Source: an optimization exercise on an open RTL-to-GDS flow (aim: small area). Production flows keep margins and buffers that such runs may drop. Function was checked by simulation only, so behaviour that the tests miss may differ from the original.

==> design.v <==
module mips_rca #(parameter W = 32) (
    input  wire [W-1:0] a,
    input  wire [W-1:0] b,
    input  wire         ci,
    output wire [W-1:0] s,
    output wire         co
);
wire [W:0] c;
assign c[0] = ci;
genvar k;
generate
    for (k = 0; k < W; k = k + 1) begin : bit_
        assign s[k]   = a[k] ^ b[k] ^ c[k];
        assign c[k+1] = (a[k] & b[k]) | (a[k] & c[k]) | (b[k] & c[k]);
    end
endgenerate
assign co = c[W];
endmodule
module mips_regfile (
    input  wire        clock,
    input  wire [31:1] sa,
    input  wire [31:1] sb,
    output wire [31:0] qa,
    output wire [31:0] qb,
    input  wire        we,
    input  wire [4:0]  wa,
    input  wire [31:0] wd
);
reg [31:0] r [1:31];
integer k;
always @(posedge clock) begin
    for (k = 1; k < 32; k = k + 1)
        if (we && wa == k) r[k] <= wd;
end
reg [31:0] ma, mb;
always @(*) begin
    ma = 32'h0;
    mb = 32'h0;
    for (k = 1; k < 32; k = k + 1) begin
        ma = ma | ({32{sa[k]}} & r[k]);
        mb = mb | ({32{sb[k]}} & r[k]);
    end
end
assign qa = ma;
assign qb = mb;
endmodule
module mips_mul32 (
    input  wire [31:0] a,
    input  wire [31:0] b,
    output wire [63:0] p
);
wire [31:0] s [0:31];
wire [31:0] c [0:31];
genvar i, j;
generate
    for (j = 0; j < 32; j = j + 1) begin : r0
        assign s[0][j] = a[j] & b[0];
        assign c[0][j] = 1'b0;
    end
    for (i = 1; i < 32; i = i + 1) begin : row
        for (j = 0; j < 32; j = j + 1) begin : col
            wire x = a[j] & b[i];
            wire y = (j < 31) ? s[i-1][j+1] : 1'b0;
            wire z = c[i-1][j];
            assign s[i][j] = x ^ y ^ z;
            assign c[i][j] = (x & y) | (x & z) | (y & z);
        end
    end
    for (i = 0; i < 32; i = i + 1) begin : lo
        assign p[i] = s[i][0];
    end
endgenerate
wire [32:0] rc;
assign rc[0] = 1'b0;
generate
    for (j = 0; j < 32; j = j + 1) begin : fin
        wire y = (j < 31) ? s[31][j+1] : 1'b0;
        assign p[32+j] = y ^ c[31][j] ^ rc[j];
        assign rc[j+1] = (y & c[31][j]) | (rc[j] & (y ^ c[31][j]));
    end
endgenerate
endmodule
module mips_div_row #(parameter J = 0, parameter FAST = 0) (
    input  wire [31:0] r_in,
    input  wire [31:0] d,
    input  wire        hz,
    output wire [31:0] r_out,
    output wire        q
);
localparam N = 32 - J;
wire [N-1:0] x = r_in[31:J];
wire [N-1:0] y = ~d[N-1:0];
wire [N-1:0] t;
wire         co;
generate
    if (FAST) begin : fast
        wire [N:0] s = {1'b0, x} + {1'b0, y} + {{N{1'b0}}, 1'b1};
        assign t  = s[N-1:0];
        assign co = s[N];
    end else begin : ripple
        wire [N:0] c;
        assign c[0] = 1'b1;
        genvar k;
        for (k = 0; k < N; k = k + 1) begin : b_
            assign t[k]   = x[k] ^ y[k] ^ c[k];
            assign c[k+1] = (x[k] & y[k]) | (x[k] & c[k]) | (y[k] & c[k]);
        end
        assign co = c[N];
    end
endgenerate
assign q = hz & co;
generate
    if (J > 0) begin : low
        assign r_out[J-1:0] = r_in[J-1:0];
    end
endgenerate
assign r_out[31:J] = q ? t : x;
endmodule
module mips_div_blk (
    input  wire [31:0] r_in,
    input  wire [47:0] d,
    output wire [15:0] q,
    output wire [31:0] r
);
wire [31:0] rr [0:16];
wire [15:0] hz;
wire [16:0] z;
assign z[0] = ~|d[47:32];
genvar j;
generate
    for (j = 1; j <= 16; j = j + 1) begin : hz_
        assign z[j] = z[j-1] & ~d[32-j];
    end
    for (j = 0; j < 16; j = j + 1) begin : hzo
        assign hz[j] = z[j];
    end
    assign rr[16] = r_in;
    for (j = 0; j < 16; j = j + 1) begin : row
        mips_div_row #(.J(j), .FAST(j < 13)) R (.r_in(rr[j+1]), .d(d[31:0]), .hz(hz[j]), .r_out(rr[j]), .q(q[j]));
    end
endgenerate
assign r = rr[0];
endmodule
module mips_cpu (
    input  wire        clock,
    input  wire        reset,
    output wire [31:0] imem_addr,
    output wire        imem_en,
    input  wire [31:0] imem_rdata,
    output wire [31:0] dmem_addr,
    output wire [31:0] dmem_wdata,
    output wire        dmem_we,
    output wire        dmem_byte,
    output wire        dmem_half,
    input  wire [31:0] dmem_rdata,
    output wire        wb_we,
    output wire [4:0]  wb_rd,
    output wire [31:0] wb_data
);
reg  [31:0] pc;         
reg  [31:0] ir_d;       
reg         v_d;        
reg         sf_d;       
reg  [31:0] ir_x;       
reg         v_x;
reg         sf_x;
reg  [31:0] alu_m;      
reg  [31:0] sd_m;       
reg  [4:0]  rd_m;       
reg         rwe_m, dmwe_m, byte_m, half_m;
reg         ld_m, lb_m, lbu_m, lh_m, link_m;
reg  [31:0] data_w;
reg  [4:0]  rd_w;
reg         rwe_w, link_w;
wire        stall;
wire        do_branch;
wire [31:0] br_target;
wire [4:0]  wa_w = link_w ? 5'd31 : rd_w;
assign wb_we   = rwe_w;
assign wb_rd   = wa_w;
assign wb_data = data_w;
wire [31:0] pc4;
wire        pc4_co;
assign pc4[1:0] = pc[1:0];
mips_rca #(30) PCINC (.a(pc[31:2]), .b(30'h0), .ci(1'b1), .s(pc4[31:2]), .co(pc4_co));
assign imem_addr = pc;
assign imem_en   = ~stall;
always @(posedge clock) begin
    if (reset) begin
        pc   <= 32'h80020000;
        v_d  <= 1'b0;
        sf_d <= 1'b0;
    end else begin
        if (do_branch)   pc <= br_target;
        else if (!stall) pc <= pc4;
        if (!stall) begin
            ir_d <= imem_rdata;
            v_d  <= ~do_branch;
        end
        sf_d <= stall;
    end
end
wire [5:0] op_d = ir_d[31:26];
wire [5:0] op_x = ir_x[31:26];
wire ld_stall_x = v_x & (op_x == 6'b100011 | op_x == 6'b100000 | op_x == 6'b100100);
assign stall = ld_stall_x & ((ir_d[25:21] == ir_x[20:16]) |
               ((ir_d[20:16] == ir_x[20:16]) & (op_d != 6'b101011) & (op_d != 6'b101000)));
reg  [31:1] sel_a, sel_b;
integer n;
always @(posedge clock) begin
    for (n = 1; n < 32; n = n + 1) begin
        sel_a[n] <= (ir_d[25:21] == n);
        sel_b[n] <= (ir_d[20:16] == n);
    end
end
always @(posedge clock) begin
    if (reset) begin
        v_x <= 1'b0;
    end else begin
        v_x <= v_d & ~stall & ~do_branch;
    end
    ir_x <= ir_d;
    sf_x <= sf_d;
end
wire [5:0] fn = ir_x[5:0];
wire isz  = (ir_x == 32'h0);
wire rty  = ~isz & (op_x == 6'b000000 | op_x == 6'b011100);
wire ity  = ~isz & (op_x != 6'b000000) & (op_x != 6'b011100) & (op_x[5:1] != 5'b00001) & (op_x != 6'b000001);
wire jty  = ~isz & (op_x[5:1] == 5'b00001);
wire r_add  = rty & (fn == 6'h20 | fn == 6'h21);
wire r_sub  = rty & (fn == 6'h22 | fn == 6'h23);
wire r_mul  = rty & (fn == 6'h02);
wire r_mult = rty & (fn == 6'h18 | fn == 6'h19);
wire r_div  = rty & (fn == 6'h1A | fn == 6'h1B);
wire r_mfhi = rty & (fn == 6'h10);
wire r_mflo = rty & (fn == 6'h12);
wire r_slt  = rty & (fn == 6'h2A | fn == 6'h2B);
wire r_sll  = rty & (fn == 6'h00);
wire r_sllv = rty & (fn == 6'h04);
wire r_srlv = rty & (fn == 6'h06);
wire r_sra  = rty & (fn == 6'h03);
wire r_srav = rty & (fn == 6'h07);
wire r_and  = rty & (fn == 6'h24);
wire r_or   = rty & (fn == 6'h25);
wire r_nor  = rty & (fn == 6'h27);
wire r_jalr = rty & (fn == 6'h09);
wire r_jr   = rty & (fn == 6'h08);
wire i_addi = ity & (op_x == 6'h08 | op_x == 6'h09);
wire i_slti = ity & (op_x == 6'h0A | op_x == 6'h0B);
wire i_andi = ity & (op_x == 6'h0C);
wire i_ori  = ity & (op_x == 6'h0D);
wire i_xori = ity & (op_x == 6'h0E);
wire i_lui  = ity & (op_x == 6'h0F);
wire i_lw   = ity & (op_x == 6'h23);
wire i_lh   = ity & (op_x == 6'h21 | op_x == 6'h25);
wire i_lb   = ity & (op_x == 6'h20);
wire i_lbu  = ity & (op_x == 6'h24);
wire i_sw   = ity & (op_x == 6'h2B);
wire i_sh   = ity & (op_x == 6'h29);
wire i_sb   = ity & (op_x == 6'h28);
wire i_beq  = ity & (op_x == 6'h04);
wire i_bne  = ity & (op_x == 6'h05);
wire i_bgtz = ity & (op_x == 6'h07);
wire i_blez = ity & (op_x == 6'h06);
wire j_j    = jty & ~op_x[0];
wire j_jal  = jty &  op_x[0];
wire x_load  = i_lw | i_lh | i_lb | i_lbu;
wire x_store = i_sw | i_sh | i_sb;
wire x_ialu  = i_addi | i_slti | i_andi | i_ori | i_xori | i_lui;
wire x_rwe   = r_add | r_sub | r_mul | r_mfhi | r_mflo | r_slt | r_sll | r_sllv |
               r_srlv | r_sra | r_srav | r_and | r_or | r_nor | r_jalr |
               x_ialu | x_load | j_jal;
wire x_rdst0 = x_ialu | x_load;      
wire x_link  = r_jalr | j_jal;
wire x_br    = i_beq | i_bne | i_bgtz | i_blez;
wire x_jp    = r_jalr | r_jr | j_j | j_jal;
wire x_md    = r_mult | r_div;
wire [31:0] ra_x, rb_x;
mips_regfile RF (
    .clock(clock),
    .sa(sel_a), .sb(sel_b),
    .qa(ra_x), .qb(rb_x),
    .we(rwe_w), .wa(wa_w), .wd(data_w)
);
wire mx_a = rwe_m & (ir_x[25:21] == rd_m);
wire wx_a = rwe_w & (ir_x[25:21] == rd_w);
wire mx_b = rwe_m & (ir_x[20:16] == rd_m);
wire wx_b = rwe_w & (ir_x[20:16] == rd_w);
wire [31:0] A = mx_a ? alu_m : (wx_a ? data_w : ra_x);
wire [31:0] B = mx_b ? alu_m : (wx_b ? data_w : rb_x);
wire [15:0] imm = ir_x[15:0];
wire [31:0] simm = {{16{imm[15]}}, imm};
wire [31:0] zimm = {16'h0, imm};
wire use_imm_s = i_addi | i_slti | x_load | x_store;
wire do_sub    = r_sub | r_slt | i_slti | x_br;
wire [31:0] opb_s = use_imm_s ? simm : ((i_bgtz | i_blez) ? 32'h0 : B);
wire [31:0] opb_a = do_sub ? ~opb_s : opb_s;
wire [32:0] sum;
mips_rca #(32) ALU (.a(A), .b(opb_a), .ci(do_sub), .s(sum[31:0]), .co(sum[32]));
wire lt  = ~sum[32];
wire zero = (sum[31:0] == 32'h0);
wire sh_var   = r_sllv | r_srlv | r_srav;
wire sh_right = r_sra | r_srlv | r_srav;
wire sh_any   = r_sll | r_sllv | sh_right;
wire [4:0] amt = sh_var ? A[4:0] : ir_x[10:6];
wire big = sh_var & (|A[31:5]);
wire [4:0] amt2 = sh_right ? (5'd0 - amt) : amt;
wire [31:0] pow = big ? 32'h0 : (32'h1 << amt2);
wire [31:0] my = sh_any ? pow : A;
wire [63:0] prod;
mips_mul32 MUL (.a(B), .b(my), .p(prod));
wire take_hi = sh_right & (amt != 5'd0);
reg  [31:0] hs, ls;
reg  [15:0] qs;
reg         dflag;
wire [31:0] dv_r;
wire [15:0] dv_q;
wire [31:0] dv_in = r_div ? A : hs;
wire [47:0] dv_d  = r_div ? {B, 16'h0} : {16'h0, ls};
mips_div_blk DV (.r_in(dv_in), .d(dv_d), .q(dv_q), .r(dv_r));
wire [31:0] hi_v = dflag ? dv_r : hs;
wire [31:0] lo_v = dflag ? {qs, dv_q} : ls;
always @(posedge clock) begin
    if (v_x & r_mult) begin
        hs    <= prod[63:32];
        ls    <= prod[31:0];
        dflag <= 1'b0;
    end else if (v_x & r_div) begin
        hs    <= dv_r;
        ls    <= B;
        qs    <= dv_q;
        dflag <= 1'b1;
    end
end
wire [31:0] pc_x;
wire        pcx_co, bt_co;
assign pc_x[1:0] = pc[1:0];
mips_rca #(30) PCX (.a(pc[31:2]), .b({29'h1fffffff, sf_x}), .ci(1'b0), .s(pc_x[31:2]), .co(pcx_co));
wire [31:0] link   = sf_x ? pc4 : pc;
wire [31:0] b_tgt;
assign b_tgt[1:0] = pc[1:0];
mips_rca #(30) BT (.a(pc_x[31:2]), .b({{14{imm[15]}}, imm}), .ci(1'b1), .s(b_tgt[31:2]), .co(bt_co));
wire [31:0] j_tgt  = {pc_x[31:28], ir_x[25:0], 2'b00};
wire taken = (i_beq & zero) | (i_bne & ~zero) | (i_bgtz & ~zero) | (i_blez & zero);
assign do_branch = v_x & (taken | x_jp);
assign br_target = (r_jr | r_jalr) ? A : ((j_j | j_jal) ? j_tgt : b_tgt);
wire [31:0] opl = (i_andi | i_ori | i_xori) ? zimm : B;
reg  [31:0] res;
always @(*) begin
    res = sum[31:0];
    if (r_slt | i_slti)        res = {31'h0, lt};
    if (r_and | i_andi)        res = A & opl;
    if (r_or | i_ori)          res = A | opl;
    if (i_xori)                res = A ^ opl;
    if (r_nor)                 res = ~(A | opl);
    if (i_lui)                 res = {imm, 16'h0};
    if (r_mul | sh_any)        res = take_hi ? prod[63:32] : prod[31:0];
    if (r_mfhi)                res = hi_v;
    if (r_mflo)                res = lo_v;
    if (x_link)                res = link;
end
always @(posedge clock) begin
    if (reset) begin
        rwe_m  <= 1'b0;
        dmwe_m <= 1'b0;
    end else begin
        rwe_m  <= v_x & x_rwe;
        dmwe_m <= v_x & x_store;
    end
    alu_m  <= res;
    sd_m   <= B;
    rd_m   <= (x_rdst0 | x_store) ? ir_x[20:16] : ir_x[15:11];
    byte_m <= i_lb | i_lbu | i_sb;
    half_m <= i_lh | i_sh;
    ld_m   <= i_lw;
    lb_m   <= i_lb;
    lbu_m  <= i_lbu;
    lh_m   <= i_lh;
    link_m <= x_link;
end
wire wm = rwe_w & dmwe_m & (rd_m == rd_w);
assign dmem_addr  = alu_m;
assign dmem_wdata = wm ? data_w : sd_m;
assign dmem_we    = dmwe_m;
assign dmem_byte  = byte_m;
assign dmem_half  = half_m;
reg [31:0] ldv;
always @(*) begin
    ldv = alu_m;
    if (ld_m)  ldv = dmem_rdata;
    if (lb_m)  ldv = {{24{dmem_rdata[31]}}, dmem_rdata[31:24]};
    if (lbu_m) ldv = {24'h0, dmem_rdata[31:24]};
    if (lh_m)  ldv = {{16{dmem_rdata[31]}}, dmem_rdata[31:16]};
end
always @(posedge clock) begin
    if (reset) rwe_w <= 1'b0;
    else       rwe_w <= rwe_m;
    data_w <= ldv;
    rd_w   <= rd_m;
    link_w <= link_m;
end
endmodule
==> flow/run.sh <==
#!/bin/bash
set -euo pipefail
export CTS_ARGS="-sink_clustering_enable -repair_clock_nets -sink_clustering_size 14 -sink_clustering_max_diameter 45 -buf_list sky130_fd_sc_hd__clkbuf_8 -dont_use_dummy_load"
export BUFFER_PORTS_ARGS="-buffer_cell sky130_fd_sc_hd__buf_1"
bash standard.sh > flow_make.log 2>&1
==> standard.sh <==
#!/bin/bash
# synth_recipe.tcl (not shown) runs the flow's synth.tcl, then flattens the netlist and writes it again
# the make line also repeats each setting of config.mk as NAME=value (left out here)
make -C /OpenROAD-flow-scripts/flow DESIGN_CONFIG=/design/flow/config.mk WORK_HOME=/design/flow/orfs CLKGATE_MAP_FILE= SYNTH_SCRIPT=/design/flow/synth_recipe.tcl "${@:-finish}"
==> config.mk <==
export PLATFORM = sky130hd
export DESIGN_NAME = mips_cpu
export DESIGN_NICKNAME = mips_cpu
export VERILOG_FILES = /design/flow/design.v
export SDC_FILE = /design/flow/constraint.sdc
export NUM_CORES = 4
export LEC_CHECK = 0
export CAP_MARGIN = 20
export CELL_PAD_IN_SITES_DETAIL_PLACEMENT = 1
export CELL_PAD_IN_SITES_GLOBAL_PLACEMENT = 2
export CORE_MARGIN = 2
export CORE_UTILIZATION = 35
export CTS_BUF_LIST = sky130_fd_sc_hd__clkbuf_8
export CTS_CLUSTER_DIAMETER = 45
export CTS_CLUSTER_SIZE = 14
export PLACE_DENSITY = 0.5
export SLEW_MARGIN = 20
==> constraint.sdc <==
create_clock -name core_clock -period 90.0 [get_ports {clock}]
set_input_delay 18.0000 -clock core_clock [delete_from_list [all_inputs] [get_ports {clock}]]
set_output_delay 18.0000 -clock core_clock [all_outputs]
set_load 0.01 [all_outputs]
==> results of run 1 <==
[synthesized netlist by cell type, types with 41 or more instances]
cell type  instances
edfxtp_1        1104
nor2_1          1561
nand4_1          151
o21ai_0          435
o21a_1            93
nor2b_1           75
nand3_1          157
a222oi_1          64
o31ai_1           44
buf_2             64
a22oi_1          591
nor4_1            42
nor3_1           218
or3_1             43
dfxtp_1          248
a221oi_1         204
o21bai_1          41
mux2_2            76
a21o_1           130
a31oi_1          117
o211ai_1          97
a22o_1           192
fa_1            1083
a21oi_1          449
inv_1            561
nand2b_1         156
clkbuf_1         552
xor2_1           112
a211oi_1          78
nand2_1          757
mux2i_1          167
buf_1             81
ha_1             497
xnor2_1          210
and3_1            48
[worst max-delay path by stage]
stage	start	end	slack [ps]	depth (start not counted)
3_3_place_gp	rd_w[2]	hs[13]	13060	248
5_1_grt	rd_w[2]	hs[13]	6720	255
6_report	ir_x[22]	hs[5]	10930	254
4_1_cts	ir_x[22]	hs[13]	11180	252
3_5_place_dp	rd_w[2]	hs[13]	11380	252
2_1_floorplan	ir_x[4]	hs[16]	23550	269
[sequential cells by signal, indices dropped and copies added, names as in the netlist, 5 cells and up]
| name | cells |
|---|---|
| rd_w | 5 |
| ls | 32 |
| sd_m | 32 |
| data_w | 32 |
| ir_x | 32 |
| RF.r | 992 |
| ir_d | 32 |
| hs | 32 |
| rd_m | 5 |
| sel_b | 31 |
| qs | 16 |
| sel_a | 31 |
| pc | 32 |
| alu_m | 32 |
[metrics by stage]
step           utilization, %  instance area, µm²  std cells
6_report                 38.7              124000      15500
5_1_grt                  38.6              124000      15500
4_1_cts                  38.6              124000      15500
3_5_place_dp             37.6              120000      15300
3_3_place_gp             37.6              120000      15300
2_1_floorplan               -              112000      11100
[worst max-delay path: cells and delay by family (launching register included)]
kind | cells | cell delay, ps
xor gates and xnor gates | 1 | 120
DFF | 1 | 570
and+or+nand+nor | 50 | 12720
AOI/OAI and AO/OA | 98 | 28260
buffers and inverters | 36 | 10520
adders and majority gates | 65 | 24720
muxes | 4 | 1540
[area by class of cell]
class	instances	area share, %
antenna	30	0.0607
clock buffer	239	2.66
inverter	570	1.73
multi-input combinational	8464	56.8
sequential	1352	30.9
tap	4200	4.25
timing repair buffer	678	3.60
[layout by cell type, fill, tap and decap left out, types with 155 or more instances in the layout]
| cell | netlist | routed |
|---|---|---|
| a21oi_1 | 449 | 429 |
| a221oi_1 | 204 | 204 |
| a22o_1 | 192 | 192 |
| a22oi_1 | 591 | 590 |
| buf_1 | 81 | 202 |
| buf_4 | 4 | 466 |
| clkbuf_8 | 0 | 239 |
| dfxtp_1 | 248 | 170 |
| edfxtp_1 | 1104 | 1104 |
| fa_1 | 1083 | 1083 |
| ha_1 | 497 | 497 |
| inv_1 | 561 | 557 |
| nand2_1 | 757 | 754 |
| nand2b_1 | 156 | 156 |
| nand3_1 | 157 | 155 |
| nor2_1 | 1561 | 1517 |
| nor3_1 | 218 | 211 |
| o21ai_0 | 435 | 433 |
| xnor2_1 | 210 | 210 |
[metal layers]
layer  part of all wire [%]  vias up
met1                     39    54500
li1                       -    40700
met5                  0.071        -
met3                     10     1728
met2                     43     6817
met4                    7.7       50
[cells by family (layout without fill, tap and decap cells)]
kind of cell | after synthesis | after routing | synth area share, %
multiplexers | 244 | 244 | 2.26
adder cells (fa/ha/maj) | 1580 | 1580 | 24.8
XOR/XNOR | 322 | 322 | 2.51
flip-flops | 1352 | 1352 | 33.9
AO/OA/AOI/OAI | 2935 | 2935 | 18.6
other | 0 | 30 | 0
buffers and inverters | 1276 | 1487 | 4.38
AND/OR/NAND/NOR | 3383 | 3383 | 13.5
==> impl_metrics.tcl, run 1 <==
set metrics [dict create \
    status "complete, no violations" \
    netlist.area_leader.share_pct 29.5 \
    drt_iter0_drc 15500 \
    remaining_drc_errors 0 \
    area_delta_synth_final_pct 10.2 \
    synthTopCellsByArea "edfxtp_1 30%, fa_1 19%, ha_1 5.5%" \
    ant_nets 0 \
    grt_pass1_wl_um 916000 \
    skew_ps 252 \
    die_w_um 571 \
    rrSetupSlack_ps 10930 \
    crit_top_cell "fa_1" \
    worstHoldStart "sf_d" \
    ios 204 \
    yosysSeqAreaShare_pct 33.9 \
    period_share_pct 87.9 \
    avgSynthCellArea_um2 10.1 \
    final-seq-area_um2 38200 \
    globalRouteMet3Util_pct 8.91 \
    critPathArrivalTime_ps 80020 \
    start_util_pct 35.1 \
    viasPerCell 6.69 \
    worstPathMaxFanout 45 \
    critPathRequiredTime_ps 90950 \
    worst_setup_path_start_kind "register" \
    max-slew-margin-rel_pct 14.3 \
    first_global_vias 104000 \
    clkSinkCount 1352 \
    async_flop_share_pct 0 \
    nNetsFinal 13000 \
    whs_endpoint "sf_x" \
    synth_edf_count 1104 \
    maxCapViolCount 0 \
    synth.cell_area_um2 112000 \
    hold_depth 0 \
    die_y_um 571 \
    met1_usage_pct 54.1 \
    fmax_ghz 0.0126 \
    die_area_um2 325000 \
    grt_max_degree 65 \
    ys_ff_latch 1352 \
    grt_setup_unrepaired "false" \
    synth_top_area_cell "edfxtp_1" \
    min_period_ps 79070 \
    slowest_delay_ps 950 \
    gr-total-overflow 0 \
    dp_hpwl_um 486000 \
    wl_per_cell_um 44.0 \
    rows 208 \
    vias 104000 \
    endpoint_kind "register" \
    slew_viol_final 0 \
    path_class "reg -> reg" \
    h-tree-depth 4 \
    antenna_found_initial 81 \
    timing.hold.ws_ps 325 \
    multi_input_comb_area_um2 70300 \
    finalWorstSetupSlack_ps 10930 \
    ys_types 118 \
    tightest_slew_ps 1290 \
    clk_path_buf_depth 4 \
    finalHoldViolations 0 \
    cts_tree "done" \
    top_usage_layer "met2" \
    cts_root_buf "clkbuf_8" \
    synth_flop_cell "edfxtp_1" \
    pre_cts_ws_ps 11380 \
    cts_hold_buffers 0 \
    firstDrtPassIters 9 \
    synthesis.nets 12700 \
    setup_tns_ps 0 \
    worst_path_max_delay_cell "o31ai_1" \
    netlist_instances 11100 \
    core-area_um2 320000 \
    r2r_cells 254 \
    place_congestion 1.03 \
    wirelength_um 683000 \
    placement.io_buffers 203 \
    fillCellCount 35500 \
    min_path_type "reg -> reg" \
    yosysWarnings 5 \
    timing.rr.start "ir_x[22]" \
    cts_resized 0 \
    post_cts_buffers 0 \
    grt_use_total_pct 41.2 \
    setup-violations-final 0 \
    numCtsBuffers 239 \
    r2r_end "hs[5]" \
    use_met2_pct 61.6 \
    clk_pin_slew_ps 80 \
    clk_latency_ps 1260 \
    drive_above_1_share_pct 9.94 \
]
==> inputs of run 2 (changes only) <==
==> run.sh (new file) <==
#!/bin/bash
# synth_recipe.tcl (not shown) runs the flow's synth.tcl, then flattens the netlist and writes it again
# the make line also repeats each setting of config.mk as NAME=value (left out here)
make -C /OpenROAD-flow-scripts/flow DESIGN_CONFIG=/design/flow/config.mk WORK_HOME=/design/flow/orfs CLKGATE_MAP_FILE= SYNTH_SCRIPT=/design/flow/synth_recipe.tcl finish
--- a/config.mk
+++ b/config.mk
@@ -11,7 +11,4 @@
 export CORE_MARGIN = 2
 export CORE_UTILIZATION = 35
-export CTS_BUF_LIST = sky130_fd_sc_hd__clkbuf_8
-export CTS_CLUSTER_DIAMETER = 45
-export CTS_CLUSTER_SIZE = 14
 export PLACE_DENSITY = 0.5
 export SLEW_MARGIN = 20
removed: flow/run.sh
removed: standard.sh
==> impl_metrics.tcl, run 2 <==
set metrics [dict create \
    status "complete, no violations" \
    drive_above_1_share_pct 9.93 \
    cts_root_buf "clkbuf_16" \
    worst_setup_path_start_kind "register" \
    drt_iter0_drc 16800 \
    pre_cts_ws_ps 11840 \
    synthTopCellsByCount "1561 x nor2_1, 1104 x edfxtp_1, 1083 x fa_1" \
    fillCellCount 35200 \
    placement.io_buffers 203 \
    rrSetupSlack_ps 10450 \
    netlist_instances 11100 \
    setup_tns_ps 0 \
    die_area_um2 325000 \
    r2r_end "alu_m[10]" \
    gr-total-overflow 0 \
    synth_top_area_cell "edfxtp_1" \
    worst_path_max_delay_cell "o31ai_1" \
    first_global_vias 104000 \
    multi_input_comb_area_um2 70300 \
    start_util_pct 35.1 \
    h-tree-depth 4 \
    die_w_um 571 \
    area_delta_synth_final_pct 13.5 \
    max-slew-margin-rel_pct 10.1 \
    finalHoldViolations 0 \
    r2r_cells 239 \
    place_congestion 1.04 \
    netlist.area_leader.share_pct 29.5 \
    whs_endpoint "ir_x[5]" \
    wirelength_um 694000 \
    regMostFlops "RF.r" \
    synth_edf_count 1104 \
    wl_per_cell_um 44.5 \
    yosysWarnings 5 \
    async_flop_share_pct 0 \
    skew_ps 137 \
    worstPathMaxFanout 43 \
    period_share_pct 88.4 \
    final-seq-area_um2 38200 \
    crit_top_cell "fa_1" \
    synth.most_common_cell "nor2_1" \
    worstHoldStart "ir_d[5]" \
    endpoint_kind "register" \
    clk_path_buf_depth 4 \
    cts_resized 0 \
    fmax_ghz 0.0126 \
    ys_ff_latch 1352 \
    tightest_slew_ps 1340 \
    cts_hold_buffers 0 \
    grt_max_degree 65 \
    cts_tree "done" \
    synth.cell_area_um2 112000 \
    synthesis.nets 12700 \
    final_common_cell "nor2_1" \
    final_cell_mix "1519 x nor2_1, 1104 x edfxtp_1, 1083 x fa_1" \
    clk_latency_ps 950 \
    remaining_drc_errors 0 \
    min_period_ps 79550 \
    ys_types 118 \
    numCtsBuffers 170 \
    antenna_found_initial 100 \
    setup-violations-final 0 \
    path_class "reg -> reg" \
    nNetsFinal 12900 \
    slew_viol_final 0 \
    core-area_um2 320000 \
    fin_util_pct 39.8 \
    critPathRequiredTime_ps 90770 \
    critPathArrivalTime_ps 80320 \
    slowest_delay_ps 1110 \
    post_cts_buffers 0 \
    vias 105000 \
    yosysSeqAreaShare_pct 33.9 \
    clk_pin_slew_ps 70 \
    grt_pass1_wl_um 929000 \
    grt_use_total_pct 41.9 \
    avgSynthCellArea_um2 10.1 \
    largest_reg_flops 992 \
    ant_nets 0 \
    grt_setup_unrepaired "false" \
    maxCapViolCount 0 \
    synth_flop_cell "edfxtp_1" \
    firstDrtPassIters 9 \
    die_y_um 571 \
    rows 208 \
    timing.rr.start "rd_w[3]" \
    ios 204 \
    hold_depth 0 \
    finalWorstSetupSlack_ps 10450 \
    clkSinkCount 1352 \
    synthTopCellsByArea "edfxtp_1 30%, fa_1 19%, ha_1 5.5%" \
    viasPerCell 6.71 \
    min_path_type "reg -> reg" \
    dp_hpwl_um 498000 \
]
[run 2: how the worst max path moves through the flow]
stage                     end    start  cells after the start
global placement    alu_m[10]  ir_x[1]                    239
global route         alu_m[5]  rd_w[3]                    247
CTS                 alu_m[16]  ir_x[1]                    236
detailed placement  alu_m[10]  ir_x[1]                    236
floorplan              hs[16]  ir_x[4]                    269
finish              alu_m[10]  rd_w[3]                    239
[run 2: area by class of cell]
| type | count | area share [%] |
|---|---|---|
| clock inverter | 97 | 0.904 |
| antenna | 40 | 0.0785 |
| sequential | 1352 | 30.0 |
| timing repair buffer | 679 | 4.49 |
| inverter | 570 | 1.68 |
| multi-input combinational | 8464 | 55.2 |
| tap | 4200 | 4.12 |
| clock buffer | 213 | 3.58 |
[run 2: metrics by stage]
stage               hold WS [ps]  cells  instance area, µm²
global placement             310  15300              121000
floorplan                    310  11100              112000
global route                 332  15600              127000
CTS                          326  15600              127000
finish                       315  15600              127000
detailed placement           314  15300              122000
[run 2: cells by family (layout without fill, tap and decap cells)]
family,count (synthesis),in the layout,synth area share [%]
flip-flops,1352,1352,33.9
XOR/XNOR,322,322,2.51
multiplexers,244,244,2.26
buffers and inverters,1276,1559,4.38
AO/OA/AOI/OAI,2935,2935,18.6
AND/OR/NAND/NOR,3383,3383,13.5
other,0,40,0
adder cells (fa/ha/maj),1580,1580,24.8
[run 2: worst max-delay path, delay by kind of cell (launching register included)]
| family | cells | cell delay [ps] |
|---|---|---|
| multiplexers | 7 | 2820 |
| adder cells (fa/ha/maj) | 65 | 25410 |
| buffers and inverters | 24 | 6750 |
| XOR/XNOR | 1 | 270 |
| flip-flops | 1 | 680 |
| AO/OA/AOI/OAI | 96 | 30590 |
| AND/OR/NAND/NOR | 46 | 12560 |
[run 2: per-layer routing]
metal	vias up	global-route usage (%)	wire, µm
li1	40700	-	-
met1	55200	55.5	273000
met2	7173	62.5	296000
met3	1640	9.46	75100
met4	30	24.7	49800
met5	-	0	330
==> inputs of run 3 (changes only) <==
==> flow/run.sh (new file) <==
#!/bin/bash
set -euo pipefail
export CTS_ARGS="-sink_clustering_enable -repair_clock_nets -dont_use_dummy_load"
export BUFFER_PORTS_ARGS="-buffer_cell sky130_fd_sc_hd__buf_1"
bash standard.sh > flow_make.log 2>&1
==> standard.sh (new file) <==
#!/bin/bash
# synth_recipe.tcl (not shown) runs the flow's synth.tcl, then flattens the netlist and writes it again
# the make line also repeats each setting of config.mk as NAME=value (left out here)
make -C /OpenROAD-flow-scripts/flow DESIGN_CONFIG=/design/flow/config.mk WORK_HOME=/design/flow/orfs CLKGATE_MAP_FILE= SYNTH_SCRIPT=/design/flow/synth_recipe.tcl "${@:-finish}"
removed: run.sh
==> impl_metrics.tcl, run 3 <==
set metrics [dict create \
    status "complete, no violations" \
    whs_endpoint "sf_x" \
    fmax_ghz 0.0126 \
    h-tree-depth 4 \
    tightest_slew_ps 1350 \
    fin_util_pct 39.0 \
    viasPerCell 6.71 \
    synthTopCellsByCount "1561 x nor2_1, 1104 x edfxtp_1, 1083 x fa_1" \
    worstHoldStart "sf_d" \
    worst_setup_path_start_kind "register" \
    ys_ff_latch 1352 \
    avgSynthCellArea_um2 10.1 \
    rrSetupSlack_ps 10560 \
    critPathArrivalTime_ps 79970 \
    slowest_delay_ps 960 \
    grt_max_degree 65 \
    slew_viol_final 0 \
    top_usage_layer "met2" \
    pre_cts_ws_ps 11380 \
    die_area_um2 325000 \
    netlist.area_leader.share_pct 29.5 \
    die_y_um 571 \
    synth.cell_area_um2 112000 \
    netlist_instances 11100 \
    hold_depth 0 \
    largest_reg_flops 992 \
    remaining_drc_errors 0 \
    first_global_vias 104000 \
    cts_root_buf "clkbuf_16" \
    finalWorstSetupSlack_ps 10560 \
    r2r_cells 253 \
    maxCapViolCount 0 \
    path_class "reg -> reg" \
    setup-violations-final 0 \
    yosysSeqAreaShare_pct 33.9 \
    r2r_end "hs[13]" \
    crit_buf_inv 36 \
    ys_types 118 \
    stdcell_area_um2 125000 \
    startpoint "rd_w[2]" \
    min_path_type "reg -> reg" \
    grt_pass1_wl_um 914000 \
    worst_path_max_delay_cell "o31ai_1" \
    rows 208 \
    max-slew-margin-rel_pct 9.22 \
    regMostFlops "RF.r" \
    synthTopCellsByArea "edfxtp_1 30%, fa_1 19%, ha_1 5.5%" \
    synthesis.nets 12700 \
    die_w_um 571 \
    finalHoldViolations 0 \
    final_common_cell "nor2_1" \
    wl_per_cell_um 44.1 \
    clk_pin_slew_ps 50 \
    firstDrtPassIters 8 \
    post_cts_buffers 0 \
    critPathRequiredTime_ps 90530 \
    skew_ps 136 \
    globalRouteMet3Util_pct 9.09 \
    ant_nets 0 \
    clk_path_buf_depth 4 \
    antenna_found_initial 83 \
    critPathTopFamily "compound AO/OA/AOI/OAI gates" \
    grt_use_total_pct 41.1 \
    numCtsBuffers 172 \
    ios 204 \
    setup_tns_ps 0 \
    grt_setup_unrepaired "false" \
    cts_resized 0 \
    clk_latency_ps 950 \
    cts_tree "done" \
    synth.most_common_cell "nor2_1" \
    met1_usage_pct 53.9 \
    clkSinkCount 1352 \
    drive_above_1_share_pct 9.39 \
    worstPathMaxFanout 45 \
    drt_iter0_drc 15600 \
    endpoint_kind "register" \
    yosysWarnings 5 \
    vias 104000 \
    synth_flop_cell "edfxtp_1" \
    cts_hold_buffers 0 \
    synth_top_area_cell "edfxtp_1" \
    area_delta_synth_final_pct 11.1 \
    final_cell_mix "1517 x nor2_1, 1104 x edfxtp_1, 1083 x fa_1" \
    synth_edf_count 1104 \
    placement.io_buffers 203 \
    dp_hpwl_um 486000 \
    fillCellCount 35300 \
    use_met2_pct 61.2 \
    core-area_um2 320000 \
    crit_top_cell "fa_1" \
    period_share_pct 88.3 \
    place_congestion 1.03 \
    place_area_um2 120000 \
    nNetsFinal 12900 \
    min_period_ps 79440 \
    start_util_pct 35.1 \
    async_flop_share_pct 0 \
    wirelength_um 683000 \
    timing.rr.start "rd_w[2]" \
    gr-total-overflow 0 \
]
==> run 3: cell counts after synthesis <==
No cell type changed its count.
==> run 3: area by class of cell <==
type                       instances  area (µm²)  share of cell area, %
clock buffer                     172        4300                   3.45
sequential                      1352       38200                   30.6
inverter                         570        2140                   1.71
tap                             4200        5260                   4.21
antenna                           34        85.1                 0.0682
multi-input combinational       8464       70300                   56.4
timing repair buffer             678        4450                   3.57
==> run 3: cell families (layout without fill, tap and decap cells) <==
logic type / after synthesis / count (layout) / synth area share (%)
fa+ha+maj: 1580 / 1580 / 24.8
flops: 1352 / 1352 / 33.9
buf+inv: 1276 / 1420 / 4.38
xor+xnor: 322 / 322 / 2.51
other cells: 0 / 34 / 0
compound gates: 2935 / 2935 / 18.6
mux: 244 / 244 / 2.26
simple gates: 3383 / 3383 / 13.5
==> run 3: worst register-to-register path: cells and delay by family (launching register included) <==
| kind | cells | cell delay [ps] |
|---|---|---|
| AO/OA/AOI/OAI | 98 | 28460 |
| adder cells (fa/ha/maj) | 65 | 24770 |
| AND/OR/NAND/NOR | 49 | 12760 |
| buffers and inverters | 36 | 10710 |
| multiplexers | 4 | 1570 |
| flip-flops | 1 | 610 |
| XOR/XNOR | 1 | 150 |
==> run 3: worst max-delay path by stage <==
stage                   to  slack (ps)  depth (start not counted)
floorplan           hs[16]       23550                        269
finish              hs[13]       10560                        253
global placement    hs[13]       13060                        248
detailed placement  hs[13]       11380                        252
global route        hs[13]        6630                        255
CTS                 hs[13]       11110                        252
==> run 3: layer usage <==
metal | up-vias | share of wire [%]
li1 | 40600 | -
met3 | 1768 | 10
met1 | 54600 | 39
met5 | - | 0.036
met4 | 36 | 7.9
met2 | 6869 | 43
==> run 3: through the flow <==
step / instances / hold WS [ps]
final: 15500 / 325
after CTS: 15400 / 327
after global routing: 15400 / 329
after floorplan: 11100 / 310
after global placement: 15300 / 314
after detailed placement: 15300 / 313

## static timing again, ports no longer ideal
The flow's constraints put no driver on any port. The routed layouts listed below were extracted and timed again, unchanged, in two steps. Step 1 (the two cells are an assumption about what drives the block):
set clk [get_ports {clock}]
set_driving_cell -lib_cell sky130_fd_sc_hd__clkbuf_16 $clk
set_driving_cell -lib_cell sky130_fd_sc_hd__buf_2 [delete_from_list [all_inputs] $clk]
Step 2 times the ports against the registers' clock, not the clock port: input delays grow and output delays shrink by t, the midpoint of the rising clock arrivals with the driver on. Slacks: ideal / step 1 / step 2; pairs: ideal / step 1.
| run | shift t [ns] | setup WS [ns] | pins driven straight from the clock port |
|---|---|---|---|
| run 1 | 1.195 | 10.934 / 10.934 / 10.934 | 1 |
| run 2 | 0.982 | 10.451 / 10.451 / 10.451 | 1 |
| run 3 | 0.978 | 10.559 / 10.559 / 10.559 | 1 |
After both steps setup and hold are still met in every run listed.
